From an optimization exercise on the open Yosys and OpenROAD flow, aimed at small area; shortcuts taken in it are not production practice. Function not checked in this run: the RTL went through the layout flow alone.

`flow/design.v`:
```
package conf_pkg;
  parameter int CHANNEL_COUNT = 4;
  parameter int WINDOW_LENGTH = 25;
  parameter int DATA_WIDTH = 12;
  parameter int COE_WIDTH = 12;
  parameter int X_WIDTH = 11;
  parameter int Y_WIDTH = 11;
  typedef logic unsigned [$clog2(CHANNEL_COUNT)-1:0] channel_t;
  typedef logic unsigned [$clog2(WINDOW_LENGTH-1)-1:0] window_t;
  typedef logic signed [DATA_WIDTH-1:0] data_t;
  typedef logic signed [COE_WIDTH-1:0] coe_t;
  parameter coe_t COE_B0 = 12'b0001_1001_1110;
  parameter coe_t COE_B1 = 12'b0000_0000_0000;
  parameter coe_t COE_B2 = 12'b1110_0110_0010;
  parameter coe_t COE_A0 = 12'b0100_0000_0000;
  parameter coe_t COE_A1 = 12'b1011_0111_0011;
  parameter coe_t COE_A2 = 12'b0000_1100_0011;
  parameter int Q_SCALE = 10;
  typedef logic unsigned [DATA_WIDTH-2:0] udata_t;
  parameter int BUFFER_DEPTH = 4;
  typedef logic [$clog2(BUFFER_DEPTH)-1:0] buffer_pointer_t;
  typedef logic unsigned [X_WIDTH-1:0] x_t;
  typedef logic unsigned [Y_WIDTH-1:0] y_t;
  typedef logic unsigned [X_WIDTH+Y_WIDTH-1:0] p_t;
  typedef logic unsigned [X_WIDTH+DATA_WIDTH+5-1:0] x_acc_t;
  typedef logic unsigned [Y_WIDTH+DATA_WIDTH+5-1:0] y_acc_t;
  typedef logic unsigned [DATA_WIDTH+5-1:0] a_acc_t;
  parameter int TIME_TH = 12;
  parameter channel_t CHANNEL_TH = 30;
  parameter int INTERVEL = 20;
  parameter int CLUSTER_COUNT = CHANNEL_COUNT;
  typedef logic unsigned [$clog2(CLUSTER_COUNT)-1:0] cluster_t;
  typedef logic unsigned [64-X_WIDTH-Y_WIDTH-$clog2(CLUSTER_COUNT)-1-1:0] time_t;
  parameter logic unsigned [2*Y_WIDTH-1:0] POS_TH = 1600;
  parameter int C_SLACK = 31 - $clog2(CLUSTER_COUNT);
endpackage
`timescale 1ns / 1ps
module conditional_relay #(
    parameter int CYCLE = 1,
    parameter int WIDTH = 11
) (
    input clk,
    input rst_n,
    input [WIDTH-1:0] in,
    input valid,
    output [WIDTH-1:0] out
);
  genvar i;
  logic [WIDTH-1:0] data_relay[CYCLE];
  generate
    for (i = 0; i < CYCLE; i++) begin : gen_relay
      if (i == 0) begin : gen_first
        always @(posedge clk or negedge rst_n) begin
          if (~rst_n) begin
            data_relay[0] <= {WIDTH{1'b0}};
          end else begin
            if (valid) begin
              data_relay[0] <= in;
            end else begin
              data_relay[0] <= data_relay[0];
            end
          end
        end
      end else begin : gen_others
        always @(posedge clk or negedge rst_n) begin
          if (~rst_n) begin
            data_relay[i] <= {WIDTH{1'b0}};
          end else begin
            if (valid) begin
              data_relay[i] <= data_relay[i-1];
            end else begin
              data_relay[i] <= data_relay[i];
            end
          end
        end
      end
    end
  endgenerate
  assign out = data_relay[CYCLE-1];
endmodule
`timescale 1ns / 1ps
module bram_sdp #(
    parameter int WIDTH = 24,
    parameter int DEPTH = 4,
    parameter int AW = 2,
    parameter logic [WIDTH-1:0] INIT = '0
) (
    input                    rst_n,
    input        [   AW-1:0] addra,
    input                    clka,
    input        [WIDTH-1:0] dina,
    input                    ena,
    input                    wea,
    input        [   AW-1:0] addrb,
    input                    clkb,
    output logic [WIDTH-1:0] doutb,
    input                    enb,
    input                    regceb
);
  logic [DEPTH-1:0][WIDTH-1:0] mem;
  logic [WIDTH-1:0] latch_q;
  genvar i;
  generate
    for (i = 0; i < DEPTH; i++) begin : gen_word
      always @(posedge clka or negedge rst_n) begin
        if (~rst_n) begin
          mem[i] <= INIT;
        end else if (ena & wea & (addra == i)) begin
          mem[i] <= dina;
        end
      end
    end
  endgenerate
  always @(posedge clkb or negedge rst_n) begin
    if (~rst_n) begin
      latch_q <= '0;
    end else if (enb) begin
      latch_q <= mem[addrb];
    end
  end
  always @(posedge clkb or negedge rst_n) begin
    if (~rst_n) begin
      doutb <= '0;
    end else if (regceb) begin
      doutb <= latch_q;
    end
  end
endmodule
`timescale 1ns / 1ps
module bram_filter (
    input                         rst_n,
    input  conf_pkg::channel_t              addra,
    input                         clka,
    input  [  2*conf_pkg::DATA_WIDTH-1:0]   dina,
    input                         ena,
    input                         wea,
    input  conf_pkg::channel_t              addrb,
    input                         clkb,
    output [  2*conf_pkg::DATA_WIDTH-1:0]   doutb,
    input                         enb,
    input                         regceb
);
  bram_sdp #(
      .WIDTH(2 * conf_pkg::DATA_WIDTH),
      .DEPTH(conf_pkg::CHANNEL_COUNT),
      .AW($clog2(conf_pkg::CHANNEL_COUNT)),
      .INIT('0)
  ) u_ram (
      .rst_n(rst_n),
      .addra(addra),
      .clka(clka),
      .dina(dina),
      .ena(ena),
      .wea(wea),
      .addrb(addrb),
      .clkb(clkb),
      .doutb(doutb),
      .enb(enb),
      .regceb(regceb)
  );
endmodule
`timescale 1ns / 1ps
module bram_median (
    input                   rst_n,
    input  conf_pkg::channel_t        addra,
    input                   clka,
    input  [(conf_pkg::WINDOW_LENGTH-1)*($clog2(conf_pkg::WINDOW_LENGTH-1)+conf_pkg::DATA_WIDTH-1)-1:0]   dina,
    input                   ena,
    input                   wea,
    input  conf_pkg::channel_t        addrb,
    input                   clkb,
    output [(conf_pkg::WINDOW_LENGTH-1)*($clog2(conf_pkg::WINDOW_LENGTH-1)+conf_pkg::DATA_WIDTH-1)-1:0]   doutb,
    input                   enb,
    input                   regceb
);
  localparam int SLOT_CNT_WIDTH = $clog2(conf_pkg::WINDOW_LENGTH - 1);
  localparam int SLOT_WIDTH = $clog2(conf_pkg::WINDOW_LENGTH - 1) + conf_pkg::DATA_WIDTH - 1;
  localparam int MW_WIDTH = (conf_pkg::WINDOW_LENGTH - 1) * SLOT_WIDTH;
  function automatic logic [(conf_pkg::WINDOW_LENGTH-1)*($clog2(conf_pkg::WINDOW_LENGTH-1)+conf_pkg::DATA_WIDTH-1)-1:0] init_word();
    logic [(conf_pkg::WINDOW_LENGTH-1)*($clog2(conf_pkg::WINDOW_LENGTH-1)+conf_pkg::DATA_WIDTH-1)-1:0] w;
    logic [SLOT_CNT_WIDTH-1:0] age;
    w = '0;
    for (int s = 0; s < conf_pkg::WINDOW_LENGTH - 1; s++) begin
      age = s + 1;
      w[s*SLOT_WIDTH+:SLOT_WIDTH] = {age, {(conf_pkg::DATA_WIDTH - 1) {1'b1}}};
    end
    init_word = w;
  endfunction
  bram_sdp #(
      .WIDTH(MW_WIDTH),
      .DEPTH(conf_pkg::CHANNEL_COUNT),
      .AW($clog2(conf_pkg::CHANNEL_COUNT)),
      .INIT(init_word())
  ) u_ram (
      .rst_n(rst_n),
      .addra(addra),
      .clka(clka),
      .dina(dina),
      .ena(ena),
      .wea(wea),
      .addrb(addrb),
      .clkb(clkb),
      .doutb(doutb),
      .enb(enb),
      .regceb(regceb)
  );
endmodule
`timescale 1ns / 1ps
module insert_index (
    input  [conf_pkg::WINDOW_LENGTH-2:0][conf_pkg::DATA_WIDTH-2:0] buffer,
    input  conf_pkg::udata_t   data,
    output conf_pkg::window_t index
);
  logic [conf_pkg::WINDOW_LENGTH-2:0] comparison;
  genvar i;
  generate
    for (i = 0; i < conf_pkg::WINDOW_LENGTH - 1; i++) begin : gen_comparison
      assign comparison[i] = (data < buffer[i]);
    end
  endgenerate
  always_comb begin
    index = 0;
    if (!comparison) begin
        index = conf_pkg::WINDOW_LENGTH - 1;
    end
    else begin
        for (int j = conf_pkg::WINDOW_LENGTH - 2; j >= 0; j = j - 1) begin
          if (comparison[j] == 1'b1) begin
            index = j;   
          end
        end
    end
  end
endmodule
`timescale 1ns / 1ps
module digital_filter (
    input clk,
    input rst_n,
    input  conf_pkg::channel_t s_axis_a_tchannel,
    input  conf_pkg::data_t    s_axis_a_tdata,
    input            s_axis_a_tvalid,
    input            s_axis_a_tlast,
    output conf_pkg::channel_t m_axis_b_tchannel,
    output conf_pkg::data_t    m_axis_b_tdata,
    output logic     m_axis_b_tvalid,
    output logic     m_axis_b_tlast
);
  conf_pkg::channel_t                             bram_read_channel;
  logic        [      2*conf_pkg::DATA_WIDTH-1:0] bram_dout;
  logic                                 bram_ena;
  conf_pkg::channel_t                             bram_write_channel;
  logic        [      2*conf_pkg::DATA_WIDTH-1:0] bram_din;
  logic                                 bram_wea;
  logic                                 bram_ceb;
  conf_pkg::data_t                                D                  [3];
  logic signed [conf_pkg::Q_SCALE+conf_pkg::DATA_WIDTH-1:0] d_partial          [3];
  logic signed [conf_pkg::Q_SCALE+conf_pkg::DATA_WIDTH-1:0] d_temp;
  logic signed [conf_pkg::Q_SCALE+conf_pkg::DATA_WIDTH-1:0] result_partial     [3];
  logic signed [conf_pkg::Q_SCALE+conf_pkg::DATA_WIDTH-1:0] result;
  conf_pkg::data_t                                data_relay;
  assign D[0] = bram_dout[0+:conf_pkg::DATA_WIDTH];
  assign D[1] = bram_dout[conf_pkg::DATA_WIDTH+:conf_pkg::DATA_WIDTH];
  assign bram_din[0+:conf_pkg::DATA_WIDTH] = D[1];
  assign bram_din[conf_pkg::DATA_WIDTH+:conf_pkg::DATA_WIDTH] = D[2];
  bram_filter u_bram_filter (
      .rst_n(rst_n),
      .addra(bram_write_channel),
      .clka (clk),
      .dina (bram_din),
      .ena  (bram_wea),
      .wea  (bram_wea),
      .addrb(bram_read_channel),
      .clkb (clk),
      .doutb(bram_dout),
      .enb  (bram_ena),
      .regceb(bram_ceb)
  );
  assign bram_read_channel = s_axis_a_tchannel;
  assign bram_ena = s_axis_a_tvalid;
  conditional_relay #(
      .CYCLE(2),
      .WIDTH($clog2(conf_pkg::CHANNEL_COUNT))
  ) u_conditional_relay_channel (
      .clk(clk),
      .rst_n(rst_n),
      .in(s_axis_a_tchannel),
      .valid(1'b1),
      .out(bram_write_channel)
  );   
  conditional_relay #(
      .CYCLE(2),
      .WIDTH(conf_pkg::DATA_WIDTH)
  ) u_conditional_relay_data (
      .clk(clk),
      .rst_n(rst_n),
      .in(s_axis_a_tdata),
      .valid(1'b1),
      .out(data_relay)
  );   
  conditional_relay #(
      .CYCLE(1),
      .WIDTH(1)
  ) u_conditional_relay_ceb (
      .clk(clk),
      .rst_n(rst_n),
      .in(s_axis_a_tvalid),
      .valid(1'b1),
      .out(bram_ceb)
  );   
  conditional_relay #(
      .CYCLE(1),
      .WIDTH(1)
  ) u_conditional_relay_wea (
      .clk(clk),
      .rst_n(rst_n),
      .in(bram_ceb),
      .valid(1'b1),
      .out(bram_wea)
  );   
  conditional_relay #(
      .CYCLE(2),
      .WIDTH(1)
  ) u_conditional_relay_last (
      .clk(clk),
      .rst_n(rst_n),
      .in(s_axis_a_tlast),
      .valid(1'b1),
      .out(m_axis_b_tlast)
  );   
  assign d_partial[0] = {data_relay, {conf_pkg::Q_SCALE{data_relay[conf_pkg::DATA_WIDTH-1]}}};
  assign d_partial[1] = conf_pkg::COE_A1 * D[1];
  assign d_partial[2] = conf_pkg::COE_A2 * D[0];
  assign d_temp = d_partial[0] - d_partial[1] - d_partial[2];
  assign D[2] = d_temp[conf_pkg::Q_SCALE+conf_pkg::DATA_WIDTH-1:conf_pkg::Q_SCALE];
  assign result_partial[0] = conf_pkg::COE_B0 * D[2];
  assign result_partial[1] = conf_pkg::COE_B1 * D[1];
  assign result_partial[2] = conf_pkg::COE_B2 * D[0];
  assign result = result_partial[0] + result_partial[1] + result_partial[2];
  assign m_axis_b_tdata = result[conf_pkg::Q_SCALE+conf_pkg::DATA_WIDTH-1:conf_pkg::Q_SCALE];
  assign m_axis_b_tchannel = bram_write_channel;
  assign m_axis_b_tvalid = bram_wea;
endmodule
`timescale 1ns / 1ps
module median_detector (
    input clk,
    input rst_n,
    input  conf_pkg::channel_t s_axis_a_tchannel,
    input  conf_pkg::udata_t   s_axis_a_tdata,
    input            s_axis_a_tvalid,
    input  logic     s_axis_a_tlast,
    output conf_pkg::time_t    m_axis_b_time,
    output conf_pkg::channel_t m_axis_b_tchannel,
    output conf_pkg::udata_t   m_axis_b_tdata,
    output           m_axis_b_tvalid,
    output logic     m_axis_b_tlast
);
  genvar i;
  conf_pkg::channel_t bram_read_channel;
  conf_pkg::window_t bram_read_counter[conf_pkg::WINDOW_LENGTH-1];
  logic [conf_pkg::WINDOW_LENGTH-2:0][conf_pkg::DATA_WIDTH-2:0] bram_read_data;
  logic bram_ena;
  conf_pkg::channel_t bram_write_channel;
  conf_pkg::window_t bram_write_counter[conf_pkg::WINDOW_LENGTH-1];
  conf_pkg::udata_t bram_write_data[conf_pkg::WINDOW_LENGTH-1];
  logic bram_wea;
  logic bram_ceb;
  logic [(conf_pkg::WINDOW_LENGTH-1)*($clog2(conf_pkg::WINDOW_LENGTH-1)+conf_pkg::DATA_WIDTH-1)-1:0] bram_dout;
  logic [(conf_pkg::WINDOW_LENGTH-1)*($clog2(conf_pkg::WINDOW_LENGTH-1)+conf_pkg::DATA_WIDTH-1)-1:0] bram_din;
  conf_pkg::window_t tmp_counter[conf_pkg::WINDOW_LENGTH-2];
  conf_pkg::udata_t  tmp_data[conf_pkg::WINDOW_LENGTH-2];
  logic unsigned [conf_pkg::DATA_WIDTH-1+5-1:0] com[2];
  logic vld_relay;
  generate
    for (i = 0; i < conf_pkg::WINDOW_LENGTH - 1; i++) begin : gen_bram
      assign bram_read_counter[i] = bram_dout[(($clog2(conf_pkg::WINDOW_LENGTH-1)+conf_pkg::DATA_WIDTH-1)*i+conf_pkg::DATA_WIDTH-1)+:$clog2(conf_pkg::WINDOW_LENGTH-1)];
      assign bram_read_data[i] = bram_dout[(($clog2(conf_pkg::WINDOW_LENGTH-1)+conf_pkg::DATA_WIDTH-1)*i)+:(conf_pkg::DATA_WIDTH-1)];
      assign bram_din[(($clog2(conf_pkg::WINDOW_LENGTH-1)+conf_pkg::DATA_WIDTH-1)*i+conf_pkg::DATA_WIDTH-1)+:$clog2(conf_pkg::WINDOW_LENGTH-1)] = bram_write_counter[i];
      assign bram_din[(($clog2(conf_pkg::WINDOW_LENGTH-1)+conf_pkg::DATA_WIDTH-1)*i)+:(conf_pkg::DATA_WIDTH-1)] = bram_write_data[i];
    end
  endgenerate
  bram_median u_bram_median (
      .rst_n(rst_n),
      .addra(bram_write_channel),
      .clka (clk),
      .dina (bram_din),
      .ena  (bram_wea),
      .wea  (bram_wea),
      .addrb(bram_read_channel),
      .clkb (clk),
      .doutb(bram_dout),
      .enb  (bram_ena),
      .regceb(bram_ceb)
  );
  conf_pkg::window_t index_in;
  conf_pkg::window_t index_out;
  conf_pkg::window_t index_insert;
  conf_pkg::window_t reduced_counter[conf_pkg::WINDOW_LENGTH-1];
  assign bram_read_channel = s_axis_a_tchannel;   
  assign bram_ena = s_axis_a_tvalid;
  assign m_axis_b_tchannel = bram_write_channel;   
     conditional_relay #(
      .CYCLE(2),
      .WIDTH($clog2(conf_pkg::CHANNEL_COUNT))
  ) u_conditional_relay_channel (
      .clk(clk),
      .rst_n(rst_n),
      .in(s_axis_a_tchannel),
      .valid(1'b1),
      .out(bram_write_channel)
  );   
  conditional_relay #(
      .CYCLE(2),
      .WIDTH(conf_pkg::DATA_WIDTH)
  ) u_conditional_relay_data (
      .clk(clk),
      .rst_n(rst_n),
      .in(s_axis_a_tdata),
      .valid(1'b1),
      .out(m_axis_b_tdata)
  );   
  conditional_relay #(
      .CYCLE(1),
      .WIDTH(1)
  ) u_conditional_relay_ceb (
      .clk(clk),
      .rst_n(rst_n),
      .in(s_axis_a_tvalid),
      .valid(1'b1),
      .out(bram_ceb)
  );   
  conditional_relay #(
      .CYCLE(1),
      .WIDTH(1)
  ) u_conditional_relay_wea (
      .clk(clk),
      .rst_n(rst_n),
      .in(bram_ceb),
      .valid(1'b1),
      .out(bram_wea)
  );   
  conditional_relay #(
      .CYCLE(2),
      .WIDTH(1)
  ) u_conditional_relay_last (
      .clk(clk),
      .rst_n(rst_n),
      .in(s_axis_a_tlast),
      .valid(1'b1),
      .out(m_axis_b_tlast)
  );   
    conditional_relay #(
      .CYCLE(2),
      .WIDTH(1)
    ) u_conditional_relay_vld (
      .clk(clk),
      .rst_n(rst_n),
      .in(s_axis_a_tvalid),
      .valid(1'b1),
      .out(vld_relay)
  );   
  insert_index u_insert_index (
      .buffer(bram_read_data),
      .data  (m_axis_b_tdata),
      .index (index_in)
  );   
  generate
    for (i = 0; i < conf_pkg::WINDOW_LENGTH - 1; i++) begin : gen_reduced_counter
      assign reduced_counter[i] = bram_read_counter[i] - 1;   
    end
  endgenerate
  always_comb begin
    index_out = 0;
    for (int j = conf_pkg::WINDOW_LENGTH - 2; j >= 0; j = j - 1) begin
      if (reduced_counter[j] == {$clog2(conf_pkg::WINDOW_LENGTH - 1) {1'b0}}) begin
        index_out = j;   
      end
    end
  end
  assign index_insert = index_in - (index_out < index_in);   
  generate
    for (i = 0; i < conf_pkg::WINDOW_LENGTH - 2; i++) begin : gen_tmp
      assign tmp_counter[i] = reduced_counter[i + (i >= index_out)];
      assign tmp_data[i] = bram_read_data[i + (i >= index_out)];
    end
  endgenerate
  generate
    for (i = 0; i < conf_pkg::WINDOW_LENGTH - 1; i++) begin : gen_writer
      assign bram_write_counter[i] = (index_insert == i) ? (conf_pkg::WINDOW_LENGTH-1) : tmp_counter[i - (i > index_insert)];
      assign bram_write_data[i] = (index_insert == i) ? m_axis_b_tdata : tmp_data[i - (i > index_insert)];
    end
  endgenerate
  assign com[0] = {5'b0, m_axis_b_tdata};
  assign com[1] = {bram_write_data[(conf_pkg::WINDOW_LENGTH-1)/2], 5'b0};
  assign m_axis_b_tvalid = (com[0] > com[1]) & (com[0] > 32);
  always @(posedge clk or negedge rst_n) begin
    if (~rst_n) begin
      m_axis_b_time <= 0;
    end else begin
      if ((m_axis_b_tchannel == conf_pkg::CHANNEL_COUNT - 1) & vld_relay) begin
        m_axis_b_time <= m_axis_b_time + 1'b1;
      end else begin
        m_axis_b_time <= m_axis_b_time;
      end
    end
  end
endmodule
`timescale 1ns / 1ps
module lsort_detect (
    input               clk,
    input               rst_n,
    input               in_valid,
    input  conf_pkg::channel_t    in_channel,
    input  conf_pkg::data_t       in_data,
    output logic        out_valid,
    output conf_pkg::channel_t    out_channel,
    output conf_pkg::udata_t      out_data,
    output logic        out_spike,
    output conf_pkg::time_t       out_time
);
  conf_pkg::channel_t filtered_channel;
  conf_pkg::data_t    filtered_data;
  logic     filtered_valid;
  logic     filtered_last;
  conf_pkg::udata_t   ufiltered_data;
  logic     detected_last;
  digital_filter u_digital_filter (
      .clk(clk),
      .rst_n(rst_n),
      .s_axis_a_tchannel(in_channel),
      .s_axis_a_tdata(in_data),
      .s_axis_a_tvalid(in_valid),
      .s_axis_a_tlast(1'b0),
      .m_axis_b_tchannel(filtered_channel),
      .m_axis_b_tdata(filtered_data),
      .m_axis_b_tvalid(filtered_valid),
      .m_axis_b_tlast(filtered_last)
  );
  assign ufiltered_data = filtered_data[conf_pkg::DATA_WIDTH-1] ? (~filtered_data[conf_pkg::DATA_WIDTH-2:0] + 1'b1) : filtered_data[conf_pkg::DATA_WIDTH-2:0];
  median_detector u_median_detector (
      .clk(clk),
      .rst_n(rst_n),
      .s_axis_a_tchannel(filtered_channel),
      .s_axis_a_tdata(ufiltered_data),
      .s_axis_a_tvalid(filtered_valid),
      .s_axis_a_tlast(filtered_last),
      .m_axis_b_time(out_time),
      .m_axis_b_tchannel(out_channel),
      .m_axis_b_tdata(out_data),
      .m_axis_b_tvalid(out_spike),
      .m_axis_b_tlast(detected_last)
  );
  conditional_relay #(
      .CYCLE(2),
      .WIDTH(1)
  ) u_conditional_relay_valid (
      .clk(clk),
      .rst_n(rst_n),
      .in(filtered_valid),
      .valid(1'b1),
      .out(out_valid)
  );
endmodule
```
`flow/run.sh`:
```
#!/bin/bash
# synth_recipe.tcl (not shown) runs the flow's synth.tcl, then flattens the netlist and writes it again
# the make line also repeats each setting of config.mk as NAME=value (left out here)
make -C /OpenROAD-flow-scripts/flow DESIGN_CONFIG=/design/flow/config.mk WORK_HOME=/design/flow/orfs CLKGATE_MAP_FILE= SYNTH_SCRIPT=/design/flow/synth_recipe.tcl finish
```
`flow/config.mk`:
```
export PLATFORM = sky130hd
export DESIGN_NAME = lsort_detect
export DESIGN_NICKNAME = lsort_detect
export VERILOG_FILES = /design/flow/design.v
export SDC_FILE = /design/flow/constraint.sdc
export NUM_CORES = 4
export LEC_CHECK = 0
export CAP_MARGIN = 20
export CORE_MARGIN = 2
export CORE_UTILIZATION = 40
export SLEW_MARGIN = 20
```
`flow/constraint.sdc`:
```
create_clock -name core_clock -period 14.0 [get_ports {clk}]
set_input_delay 2.8000 -clock core_clock [delete_from_list [all_inputs] [get_ports {clk}]]
set_output_delay 2.8000 -clock core_clock [all_outputs]
set_load 0.01 [all_outputs]
```
==> results.json <==
{
  "tightestPinTransition_ps": 1163,
  "synth.cell_area_um2": 131500,
  "async_reset_ff_frac": 1.000,
  "syn-num-nets": 13100,
  "cp_max_fo": 24,
  "overflow": 0,
  "hold_viol": 0,
  "synth-edff-count": 0,
  "fmax_mhz": 74.21,
  "fin_crit_sh": 0.9625,
  "synth_flop_cell": "dfrtp_1",
  "critPathCaptureType": "output pin",
  "rsz0062_at_grt": "false",
  "syn-instance-count": 12320,
  "grt_pass1_wl_um": 579000,
  "clkLatencyLatePin_ps": 920,
  "wire_per_inst_um": 22.20,
  "area.growth.synth_to_final_pct": 11.40,
  "viasPerCell": 5.504,
  "yosysWarnings": 25,
  "placementRows": 210,
  "crit_type": "flip-flop to output pin",
  "wirelength_um": 370900,
  "placedInstanceArea_um2": 136800,
  "grt_pass1_vias": 92930,
  "drv_cap": 0,
  "final_cells": 16700,
  "nNetsFinal": 12900,
  "cts.clk_slew.worst_paths_ps": 60,
  "fin_skew_ps": 77.71,
  "pre_cts_slack_ps": 1037,
  "worst_setup_path_start_kind": "flip-flop",
  "hold_ws_ps": 345.0,
  "clock_sinks": 2545,
  "antenna_found_initial": 7,
  "die_area_um2": 333300,
  "cp.arrival_ps": 10680,
  "post-route-cell-area_um2": 146500,
  "synth.avg_cell_area_um2": 10.67,
  "yosysUniqueCellTypes": 104,
  "grt_use_total": 0.2219,
  "cts_tree": "built",
  "drc": 0,
  "port_buffers": 70,
  "holdCritPathClass": "flip-flop to flip-flop",
  "outcome": "timing/DRC/antenna clean",
  "timing.final.ws_setup_ps": 524.7,
  "cp_slowest_cell": "dfrtp_4",
  "max_slew_margin": 0.2188,
  "grt_start_max_net_pins": 199,
  "finalSetupTns_ps": 0,
  "final_antenna_net_count": 0,
  "drive_above_1_share": 0.2457,
  "synth_seq_cells": 2545,
  "gp_congestion": 0.8972,
  "slowest_delay_ps": 910,
  "vias": 91940,
  "postLayoutCoreUtil": 0.4477,
  "die_h_um": 577.3,
  "cp_common_cell": "ha_1",
  "die-width_um": 577.3,
  "initial_core_util": 0.4019,
  "num_io_pins": 71,
  "finalSetupViolCount": 0,
  "coreArea_um2": 327100,
  "hpwl_um": 247300,
  "dp_cells": 16170,
  "cts_buffers": 290,
  "htree_levels": 5,
  "firstDrtPassIters": 8,
  "cts_buffer_depth": 4,
  "crit_required_ps": 11200,
  "drt_iter0_drc": 7020,
  "root_buffer": "clkbuf_16",
  "ys_seq_area_frac": 0.4965,
  "min_period_ps": 13480,
  "finalMaxSlewViolations": 0
}
-- routing by layer --
metal	global-route usage	share of wire	vias to the layer above
met5	0	0.000073	-
met4	0.06981	0.033	4
met3	0.02574	0.048	632
met2	0.3587	0.47	2422
met1	0.3123	0.45	46440
li1	-	-	42440
-- logic make-up (layout without fill, tap and decap cells) --
logic type / count (synthesis) / count (layout) / share of synthesized area
and+or+nand+nor: 3097 / 3097 / 0.09755
other: 0 / 3 / 0
buffers and inverters: 1512 / 1551 / 0.04365
AOI/OAI and AO/OA: 3038 / 3038 / 0.1317
muxes: 1192 / 1192 / 0.1350
adders and majority gates: 764 / 764 / 0.08430
DFF: 2545 / 2545 / 0.4965
xor gates and xnor gates: 168 / 168 / 0.01125
-- path summary, 6_finish.rpt --
check / from / end / slack [ps] / depth (start not counted)
hold reg to reg: flip-flop / flip-flop / 340 / 0
min in group asynchronous: rst_n / u_median_detector.u_bram_median.u_ram.doutb[155] / 1890 / 1
max in group asynchronous: rst_n / u_median_detector.u_bram_median.u_ram.doutb[44] / 9200 / 4
hold / removal: flip-flop / flip-flop / 340 / 0
setup reg to reg: u_digital_filter.u_bram_filter.u_ram.doutb[13] / flip-flop / 1240 / 47
setup / recovery: flip-flop / out_spike / 520 / 34
-- timing repair --
item,in CTS,in global routing
hold buffers,0,0
setup buffers,0,0
gates resized for setup,0,1
setup endpoints to repair,0,1
-- layout by cell type (no fill, tap or decap), types with 30 or more instances in the layout --
cell type | synthesis | final
nand2_1 | 2175 | 2175
o21ai_0 | 1960 | 1957
dfstp_2 | 1272 | 1272
dfrtp_1 | 1273 | 1258
inv_1 | 738 | 738
mux2_2 | 562 | 562
ha_1 | 561 | 561
nor2_1 | 462 | 456
mux4_2 | 408 | 408
a21oi_1 | 364 | 361
clkbuf_16 | 0 | 293
mux2i_1 | 220 | 219
fa_1 | 203 | 203
buf_4 | 3 | 183
xnor2_1 | 133 | 131
a211oi_1 | 100 | 97
clkbuf_1 | 643 | 95
clkdlybuf4s50_1 | 0 | 67
clkbuf_8 | 0 | 62
o22ai_1 | 59 | 59
nand3_1 | 59 | 57
and2_1 | 54 | 54
a21o_1 | 53 | 53
nor3_1 | 58 | 52
a31oi_1 | 53 | 50
nand2b_1 | 48 | 48
a22oi_1 | 45 | 45
o21a_1 | 40 | 40
clkinv_2 | 0 | 39
nand4_1 | 34 | 34
xor2_1 | 34 | 34
a221oi_1 | 34 | 34
o31ai_1 | 32 | 32
nor3b_1 | 32 | 31
a221o_1 | 30 | 30
-- synth_stat cells (26+ instances only) --
cell type  instances  area share
nand2b_1          48      0.0023
nor3b_1           32      0.0018
dfrtp_1         1273        0.24
ha_1             561       0.053
o21ai_0         1960       0.075
clkbuf_1         643       0.018
nor4_1            26      0.0012
nand2_1         2175       0.062
fa_1             203       0.031
mux4_2           408       0.070
nand4_1           34      0.0016
a221oi_1          34      0.0023
o22ai_1           59      0.0028
nor2b_1           28      0.0013
and2_1            54      0.0026
inv_1            738       0.021
mux2_2           562       0.048
nor2_1           462       0.013
a31oi_1           53      0.0025
a21o_1            53      0.0030
o21a_1            40      0.0023
a211oi_1         100      0.0057
xor2_1            34      0.0023
o211ai_1          26      0.0015
a221o_1           30      0.0023
buf_2             32      0.0012
o21ai_1           29      0.0011
mux2i_1          220       0.017
nor3_1            58      0.0022
buf_1             88      0.0025
dfstp_2         1272        0.25
a22oi_1           45      0.0026
o31ai_1           32      0.0018
nand3_1           59      0.0022
xnor2_1          133      0.0089
a21oi_1          364       0.014
-- worst max-delay path, delay by kind of cell (launching register included) --
kind            cells  cell delay [ps]
fa+ha+maj           5             1680
flops               1              910
simple gates        9             1930
buf+inv             6             2280
compound gates     14             2940
-- cell type report --
class                   instances  area, µm²
repair buffers                276       2542
inverters                     742       2785
clock inverters                83       1052
flip-flops and latches       2545      65330
clock buffers                 450       8542
fillers                     30650     180700
well taps                    4346       5438
multi-input cells            8259      60750
diodes                          3      7.507
-- registers in the layout (all words and copies together), names as in the netlist, 4 cells and up --
name / flops
u_digital_filter.u_bram_filter.u_ram.mem: 96
u_median_detector.u_bram_median.u_ram.doutb: 384
u_median_detector.u_bram_median.u_ram.mem: 1536
u_median_detector.u_conditional_relay_data.data_relay: 22
u_digital_filter.u_conditional_relay_data.data_relay: 24
u_digital_filter.u_conditional_relay_channel.data_relay: 4
u_median_detector.m_axis_b_time: 39
u_digital_filter.u_bram_filter.u_ram.latch_q: 24
u_digital_filter.u_bram_filter.u_ram.doutb: 24
u_median_detector.u_conditional_relay_channel.data_relay: 4
u_median_detector.u_bram_median.u_ram.latch_q: 384

## what the ideal ports hide
How much do the figures lean on ideal ports? The routed layout below was timed once more, with nothing changed but the port constraints. Step 1 sets driving cells, clkbuf_16 on the clock port and buf_2 on the other inputs (assumed; they add their load-dependent delay and slew). Step 2 moves the port delays by t, midway between the first and last clock arrival at a register: inputs arrive t later, outputs are due t later. That takes back most of the time a late clock gives input paths. a / b / c = ideal / step 1 / step 2; a / b = the first two.
t, ns: 0.979
slack for setup (ns): 0.525 / 0.427 / 1.240
clock arrival spread, ns: 0.083 / 0.083
slew at the worst register clock pin (ns): 0.07 / 0.07
After both steps this run still meets setup and hold. For this run, drivers alone change the setup slack by -0.098 ns; drivers and shift together by +0.715 ns.
